Background: an optimization exercise with open tools, aiming at small area and a short achievable clock period. Do not read the settings as production practice. The RTL was checked by simulation tests, not by an equivalence proof against the original design. Power and IR drop assume default switching activity.

==> job 5505: inputs <==
Design keyed_permutation, start of the top module:
module keyed_permutation #(
    parameter UNIT_WIDTH = 1
    )(
    input wire i_clk,
    input wire [16*UNIT_WIDTH-1:0] i_dat,
    input wire [16*INDEX_WIDTH-1:0] i_key,
    input wire i_inverse,
    output reg [16*UNIT_WIDTH-1:0] o_dat
    );
==> module keyed_permutation, before the edit <==
module keyed_permutation #(
    parameter UNIT_WIDTH = 1
    )(
    input wire i_clk,
    input wire [16*UNIT_WIDTH-1:0] i_dat,
    input wire [16*INDEX_WIDTH-1:0] i_key,
    input wire i_inverse,
    output reg [16*UNIT_WIDTH-1:0] o_dat
    );
localparam INDEX_WIDTH = 4;
reg [48:0] key_r;
always @(posedge i_clk) key_r <= i_key[48:0];
wire [3:0] x [0:14];
wire [15:0] t [0:14];
genvar g, h;
generate
    for (g = 0; g < 15; g = g + 1) begin : dig
        localparam integer W = (g < 8) ? 4 : (g < 12) ? 3 : (g < 14) ? 2 : 1;
        localparam integer P = (g < 8) ? 4*g : (g < 12) ? 32 + 3*(g-8) : (g < 14) ? 44 + 2*(g-12) : 48;
        wire [3:0] d = key_r[P +: W];
        reg [3:0] xr;
        reg [15:0] tr;
        integer v;
        always @* begin
            xr = 4'd0;
            tr = 16'd0;
            for (v = 0; v < (1 << W); v = v + 1)
                if (d == v) begin
                    xr = v % (16 - g);
                    tr = ~(16'hffff << (v % (16 - g)));
                end
        end
        assign x[g] = xr;
        assign t[g] = tr;
    end
endgenerate
reg [15:0] D;
reg c, a;
integer s, i, k, kr;
always @* begin
    D = i_dat;
    for (s = 0; s < 29; s = s + 1) begin
        for (i = 0; i < 15; i = i + 1) begin
            if (((14 - i) % 2) == (s % 2) && i >= 14 - s && i >= s - 14) begin
                k  = (s - 14 + i) / 2;
                kr = (14 - s + i) / 2;
                c = i_inverse ? t[kr][i-kr] : t[k][i-k];
                if (c) begin
                    a = D[i];
                    D[i] = D[i+1];
                    D[i+1] = a;
                end
            end
        end
    end
end
always @(posedge i_clk)
    o_dat <= D;
endmodule
Settings: LEC_CHECK=0, ABC_AREA=1, CAP_MARGIN=20, CORE_MARGIN=2, CORE_UTILIZATION=40, SLEW_MARGIN=20; clock period 300.0 ns.
standard.sh (not shown) runs the stock make flow with config.mk's settings and CLKGATE_MAP_FILE= SYNTH_SCRIPT=/design/flow/synth_recipe.tcl, a recipe that flattens the netlist after the stock synthesis.
==> flow/flow/run.sh <==
#!/bin/bash
# Layout flow: the standard ORFS flow, with two changes:
#  - synthesis maps with an area-oriented ABC script (flow/abc_map.script)
#  - ports are buffered with the smallest buffer (sky130_fd_sc_hd__buf_1)
# Each tool's output goes to a log file of its own in this folder.
set -euo pipefail
W=$PWD
F=$W/flow
# synthesis script: the standard flow's, with every abc call using our ABC script
{
  echo 'proc abc {args} {'
  echo '  set i [lsearch -exact $args -script]'
  echo "  if {\$i >= 0} { lset args [expr {\$i + 1}] $F/abc_map.script }"
  echo '  yosys abc {*}$args'
  echo '}'
  cat $W/synth_recipe.tcl
} > $W/flow_synth.tcl
# the make command of standard.sh, with our synthesis script
MK=$(grep -m1 '^make ' $W/standard.sh | sed "s|SYNTH_SCRIPT=[^ ]*|SYNTH_SCRIPT=$W/flow_synth.tcl|; s|\"\${@:-finish}\"||")
export BUFFER_PORTS_ARGS="-buffer_cell sky130_fd_sc_hd__buf_1"
eval "$MK finish" > $W/flow_make.log 2>&1
R=$(echo "$MK" | sed -E 's|.*WORK_HOME=([^ ]*).*|\1|')/results/$FLOW_PLATFORM/keyed_permutation/base
: # left out here: write the final layout as DEF
==> flow/flow/abc_map.script <==
strash
dch
amap -m
topo
==> job 8178: changes against job 5505 <==
==> flow/run.sh (new file) <==
#!/bin/bash
# synth_recipe.tcl (not shown) runs the flow's synth.tcl, then flattens the netlist and writes it again
# the make line also repeats each setting of config.mk as NAME=value (left out here)
make -C /OpenROAD-flow-scripts/flow DESIGN_CONFIG=/design/flow/config.mk WORK_HOME=/design/flow/orfs CLKGATE_MAP_FILE= SYNTH_SCRIPT=/design/flow/synth_recipe.tcl finish
removed: flow/flow/run.sh
removed: flow/flow/abc_map.script
removed: flow/standard.sh
==> job 7034: changes against job 5505 <==
==> flow/design.v (replaced) <==
module keyed_permutation #(
    parameter UNIT_WIDTH = 1
    )(
    input wire i_clk,
    input wire [16*UNIT_WIDTH-1:0] i_dat,
    input wire [16*INDEX_WIDTH-1:0] i_key,
    input wire i_inverse,
    output reg [16*UNIT_WIDTH-1:0] o_dat
    );
localparam NUNITS = 16;
localparam INDEX_WIDTH = 4;
localparam KEY_WIDTH = 49;
function [INDEX_WIDTH-1:0] get_nth_zero_index;
    input [NUNITS-1:0] in;
    input [INDEX_WIDTH-1:0] index;
    integer i;
    reg [INDEX_WIDTH-1:0] zero_index;
    reg [INDEX_WIDTH-1:0] out;
    begin
        out = {INDEX_WIDTH{1'bx}};
        zero_index = 0;
        for(i=0;i<NUNITS;i=i+1) begin
           if(~in[i]) begin
            if(index==zero_index) begin
                out = i;
            end
            zero_index = zero_index + 1;
           end 
        end
        get_nth_zero_index = out;
    end
endfunction
function [NUNITS*INDEX_WIDTH-1:0] compute_map;
	input [KEY_WIDTH-1:0] key;
	reg [NUNITS*INDEX_WIDTH-1:0] map;
    reg [NUNITS-1:0] done;
    reg [INDEX_WIDTH-1:0] outPos;
    reg [NUNITS-1:0] outDone;
	reg [8:0] pos;
    reg [INDEX_WIDTH-1:0] index;
    begin
        outDone = {NUNITS{1'b0}};
        pos = 0;
        outPos = 0;
		index = {INDEX_WIDTH{1'b0}};
		index = key[pos+:4] % 16;
		pos = pos + 4;
		outPos = get_nth_zero_index(outDone,index);
		outDone[outPos]=1'b1;
		map[0*INDEX_WIDTH+:INDEX_WIDTH]=outPos; 
		index = {INDEX_WIDTH{1'b0}};
		index = key[pos+:4] % 15;
		pos = pos + 4;
		outPos = get_nth_zero_index(outDone,index);
		outDone[outPos]=1'b1;
		map[1*INDEX_WIDTH+:INDEX_WIDTH]=outPos; 
		index = {INDEX_WIDTH{1'b0}};
		index = key[pos+:4] % 14;
		pos = pos + 4;
		outPos = get_nth_zero_index(outDone,index);
		outDone[outPos]=1'b1;
		map[2*INDEX_WIDTH+:INDEX_WIDTH]=outPos; 
		index = {INDEX_WIDTH{1'b0}};
		index = key[pos+:4] % 13;
		pos = pos + 4;
		outPos = get_nth_zero_index(outDone,index);
		outDone[outPos]=1'b1;
		map[3*INDEX_WIDTH+:INDEX_WIDTH]=outPos; 
		index = {INDEX_WIDTH{1'b0}};
		index = key[pos+:4] % 12;
		pos = pos + 4;
		outPos = get_nth_zero_index(outDone,index);
		outDone[outPos]=1'b1;
		map[4*INDEX_WIDTH+:INDEX_WIDTH]=outPos; 
		index = {INDEX_WIDTH{1'b0}};
		index = key[pos+:4] % 11;
		pos = pos + 4;
		outPos = get_nth_zero_index(outDone,index);
		outDone[outPos]=1'b1;
		map[5*INDEX_WIDTH+:INDEX_WIDTH]=outPos; 
		index = {INDEX_WIDTH{1'b0}};
		index = key[pos+:4] % 10;
		pos = pos + 4;
		outPos = get_nth_zero_index(outDone,index);
		outDone[outPos]=1'b1;
		map[6*INDEX_WIDTH+:INDEX_WIDTH]=outPos; 
		index = {INDEX_WIDTH{1'b0}};
		index = key[pos+:4] % 9;
		pos = pos + 4;
		outPos = get_nth_zero_index(outDone,index);
		outDone[outPos]=1'b1;
		map[7*INDEX_WIDTH+:INDEX_WIDTH]=outPos; 
		index = {INDEX_WIDTH{1'b0}};
		index = key[pos+:3] % 8;
		pos = pos + 3;
		outPos = get_nth_zero_index(outDone,index);
		outDone[outPos]=1'b1;
		map[8*INDEX_WIDTH+:INDEX_WIDTH]=outPos; 
		index = {INDEX_WIDTH{1'b0}};
		index = key[pos+:3] % 7;
		pos = pos + 3;
		outPos = get_nth_zero_index(outDone,index);
		outDone[outPos]=1'b1;
		map[9*INDEX_WIDTH+:INDEX_WIDTH]=outPos; 
		index = {INDEX_WIDTH{1'b0}};
		index = key[pos+:3] % 6;
		pos = pos + 3;
		outPos = get_nth_zero_index(outDone,index);
		outDone[outPos]=1'b1;
		map[10*INDEX_WIDTH+:INDEX_WIDTH]=outPos; 
		index = {INDEX_WIDTH{1'b0}};
		index = key[pos+:3] % 5;
		pos = pos + 3;
		outPos = get_nth_zero_index(outDone,index);
		outDone[outPos]=1'b1;
		map[11*INDEX_WIDTH+:INDEX_WIDTH]=outPos; 
		index = {INDEX_WIDTH{1'b0}};
		index = key[pos+:2] % 4;
		pos = pos + 2;
		outPos = get_nth_zero_index(outDone,index);
		outDone[outPos]=1'b1;
		map[12*INDEX_WIDTH+:INDEX_WIDTH]=outPos; 
		index = {INDEX_WIDTH{1'b0}};
		index = key[pos+:2] % 3;
		pos = pos + 2;
		outPos = get_nth_zero_index(outDone,index);
		outDone[outPos]=1'b1;
		map[13*INDEX_WIDTH+:INDEX_WIDTH]=outPos; 
		index = {INDEX_WIDTH{1'b0}};
		index = key[pos+:1] % 2;
		pos = pos + 1;
		outPos = get_nth_zero_index(outDone,index);
		outDone[outPos]=1'b1;
		map[14*INDEX_WIDTH+:INDEX_WIDTH]=outPos; 
		index = {INDEX_WIDTH{1'b0}};
		outPos = get_nth_zero_index(outDone,index);
		outDone[outPos]=1'b1;
		map[15*INDEX_WIDTH+:INDEX_WIDTH]=outPos; 
        compute_map = map;
    end 
endfunction 
function [NUNITS*UNIT_WIDTH-1:0] permute;
    input [NUNITS*UNIT_WIDTH-1:0] in;
    input [NUNITS*INDEX_WIDTH-1:0] map;
    reg [NUNITS*UNIT_WIDTH-1:0] out;
    integer i;    
    reg [INDEX_WIDTH-1:0] index;    
    begin
        for(i=0;i<NUNITS;i=i+1) begin
            index = map[i*INDEX_WIDTH+:INDEX_WIDTH];
            out[i*UNIT_WIDTH+:UNIT_WIDTH] = in[index*UNIT_WIDTH+:UNIT_WIDTH];
        end
        permute = out;
    end
endfunction
function [NUNITS*UNIT_WIDTH-1:0] unpermute;
    input [NUNITS*UNIT_WIDTH-1:0] in;
    input [NUNITS*INDEX_WIDTH-1:0] map;
    reg [NUNITS*UNIT_WIDTH-1:0] out;
    integer i;    
    reg [INDEX_WIDTH-1:0] index;    
    begin
        for(i=0;i<NUNITS;i=i+1) begin
            index = map[i*INDEX_WIDTH+:INDEX_WIDTH];
            out[index*UNIT_WIDTH+:UNIT_WIDTH] = in[i*UNIT_WIDTH+:UNIT_WIDTH];
        end
        unpermute = out;
    end
endfunction
reg [NUNITS*INDEX_WIDTH-1:0] map;
always @(posedge i_clk) begin
    map <= compute_map(i_key);
    o_dat <= i_inverse ? unpermute(i_dat,map) : permute(i_dat,map);
end
endmodule
==> flow/run.sh (new file) <==
#!/bin/bash
# synth_recipe.tcl (not shown) runs the flow's synth.tcl, then flattens the netlist and writes it again
# the make line also repeats each setting of config.mk as NAME=value (left out here)
make -C /OpenROAD-flow-scripts/flow DESIGN_CONFIG=/design/flow/config.mk WORK_HOME=/design/flow/orfs CLKGATE_MAP_FILE= SYNTH_SCRIPT=/design/flow/synth_recipe.tcl finish
--- a/flow/config.mk
+++ b/flow/config.mk
@@ -7,3 +7,2 @@
 export LEC_CHECK = 0
-export ABC_AREA = 1
 export CAP_MARGIN = 20
removed: flow/flow/run.sh
removed: flow/flow/abc_map.script
removed: flow/standard.sh
==> qor summary <==
| quantity | job 5505 | job 7034 | job 8178 |
|---|---|---|---|
| Run status | timing/DRC/antenna clean | timing/DRC/antenna clean | timing/DRC/antenna clean |
| Maximum clock rate | 14.86 MHz | 4.062 MHz | 15.49 MHz |
| Clock input transition at the sequential cells of the worst setup and hold paths | 0.05 ns | 0.07 ns | 0.06 ns |
| Most common cell after layout, fill and taps aside | o22a_1 | nand2_1 | nand3_1 |
| Clkbuf count | 12 | 9 | 9 |
| Area of the mapped netlist | 5479 sq um | 58750 sq um | 6872 sq um |
| Well Taps | 176 | 1917 | 220 |
| Static leakage power | 1.945 nW | 24.01 nW | 4.123 nW |
| Syn nets | 846 | 8239 | 1342 |
| Synth Area in Simple Gates | 8.221% | 26.56% | 53.08% |
| Final worst hold slack | 0.6163 ns | 0.7594 ns | 0.5963 ns |
| Number of buffers outside the clock class in the layout | 85 | 163 | 84 |
| Multi-input logic portion of the cell area | 55.92% | 88.29% | 56.63% |
| Detail Placement HPWL | 12.45 mm | 159.2 mm | 18.05 mm |
| Vias in the first global route | 5485 | 56480 | 7194 |
| Die Width | 121.0 microns | 387.2 microns | 135.1 microns |
| Number of antenna violations at the first check in global routing | 0 | 15 | 0 |
| Core area | 13300 sq um | 145700 sq um | 16700 sq um |
| Pwr per Cell Area | 5.774 nW/um^2 | 13640 nW/um^2 | 4.657 nW/um^2 |
| Die Area | 14650 sq um | 150000 sq um | 18240 sq um |

## afterwards: timing with drivers on the ports
Ports are ideal in the flow. The routed layouts listed here were re-timed in OpenROAD.
Step 1, drivers: a clkbuf_16 drives i_clk and a buf_2 each remaining input, both assumed.
Step 2 also shifts input and output timing later by t, the mid clock arrival at the registers, as if the neighbouring blocks saw the same clock.
Three values: ideal, step 1, step 2; two values: the first two.
run	shift t [ns]	slack for setup (ns)	worst setup path after step 2	latest minus earliest clock arrival (ns)
job 5505	0.374	232.704 / 232.711 / 232.337	input to register	0.007 / 0.007
job 8178	0.393	235.427 / 235.451 / 235.059	input to register	0.012 / 0.011
job 7034	0.429	53.798 / 53.834 / 53.405	input to register	0.011 / 0.011
After both steps setup and hold are still met in every run listed. For job 7034, which loses most, drivers alone change the setup slack by +0.036 ns; drivers and shift together by -0.393 ns.
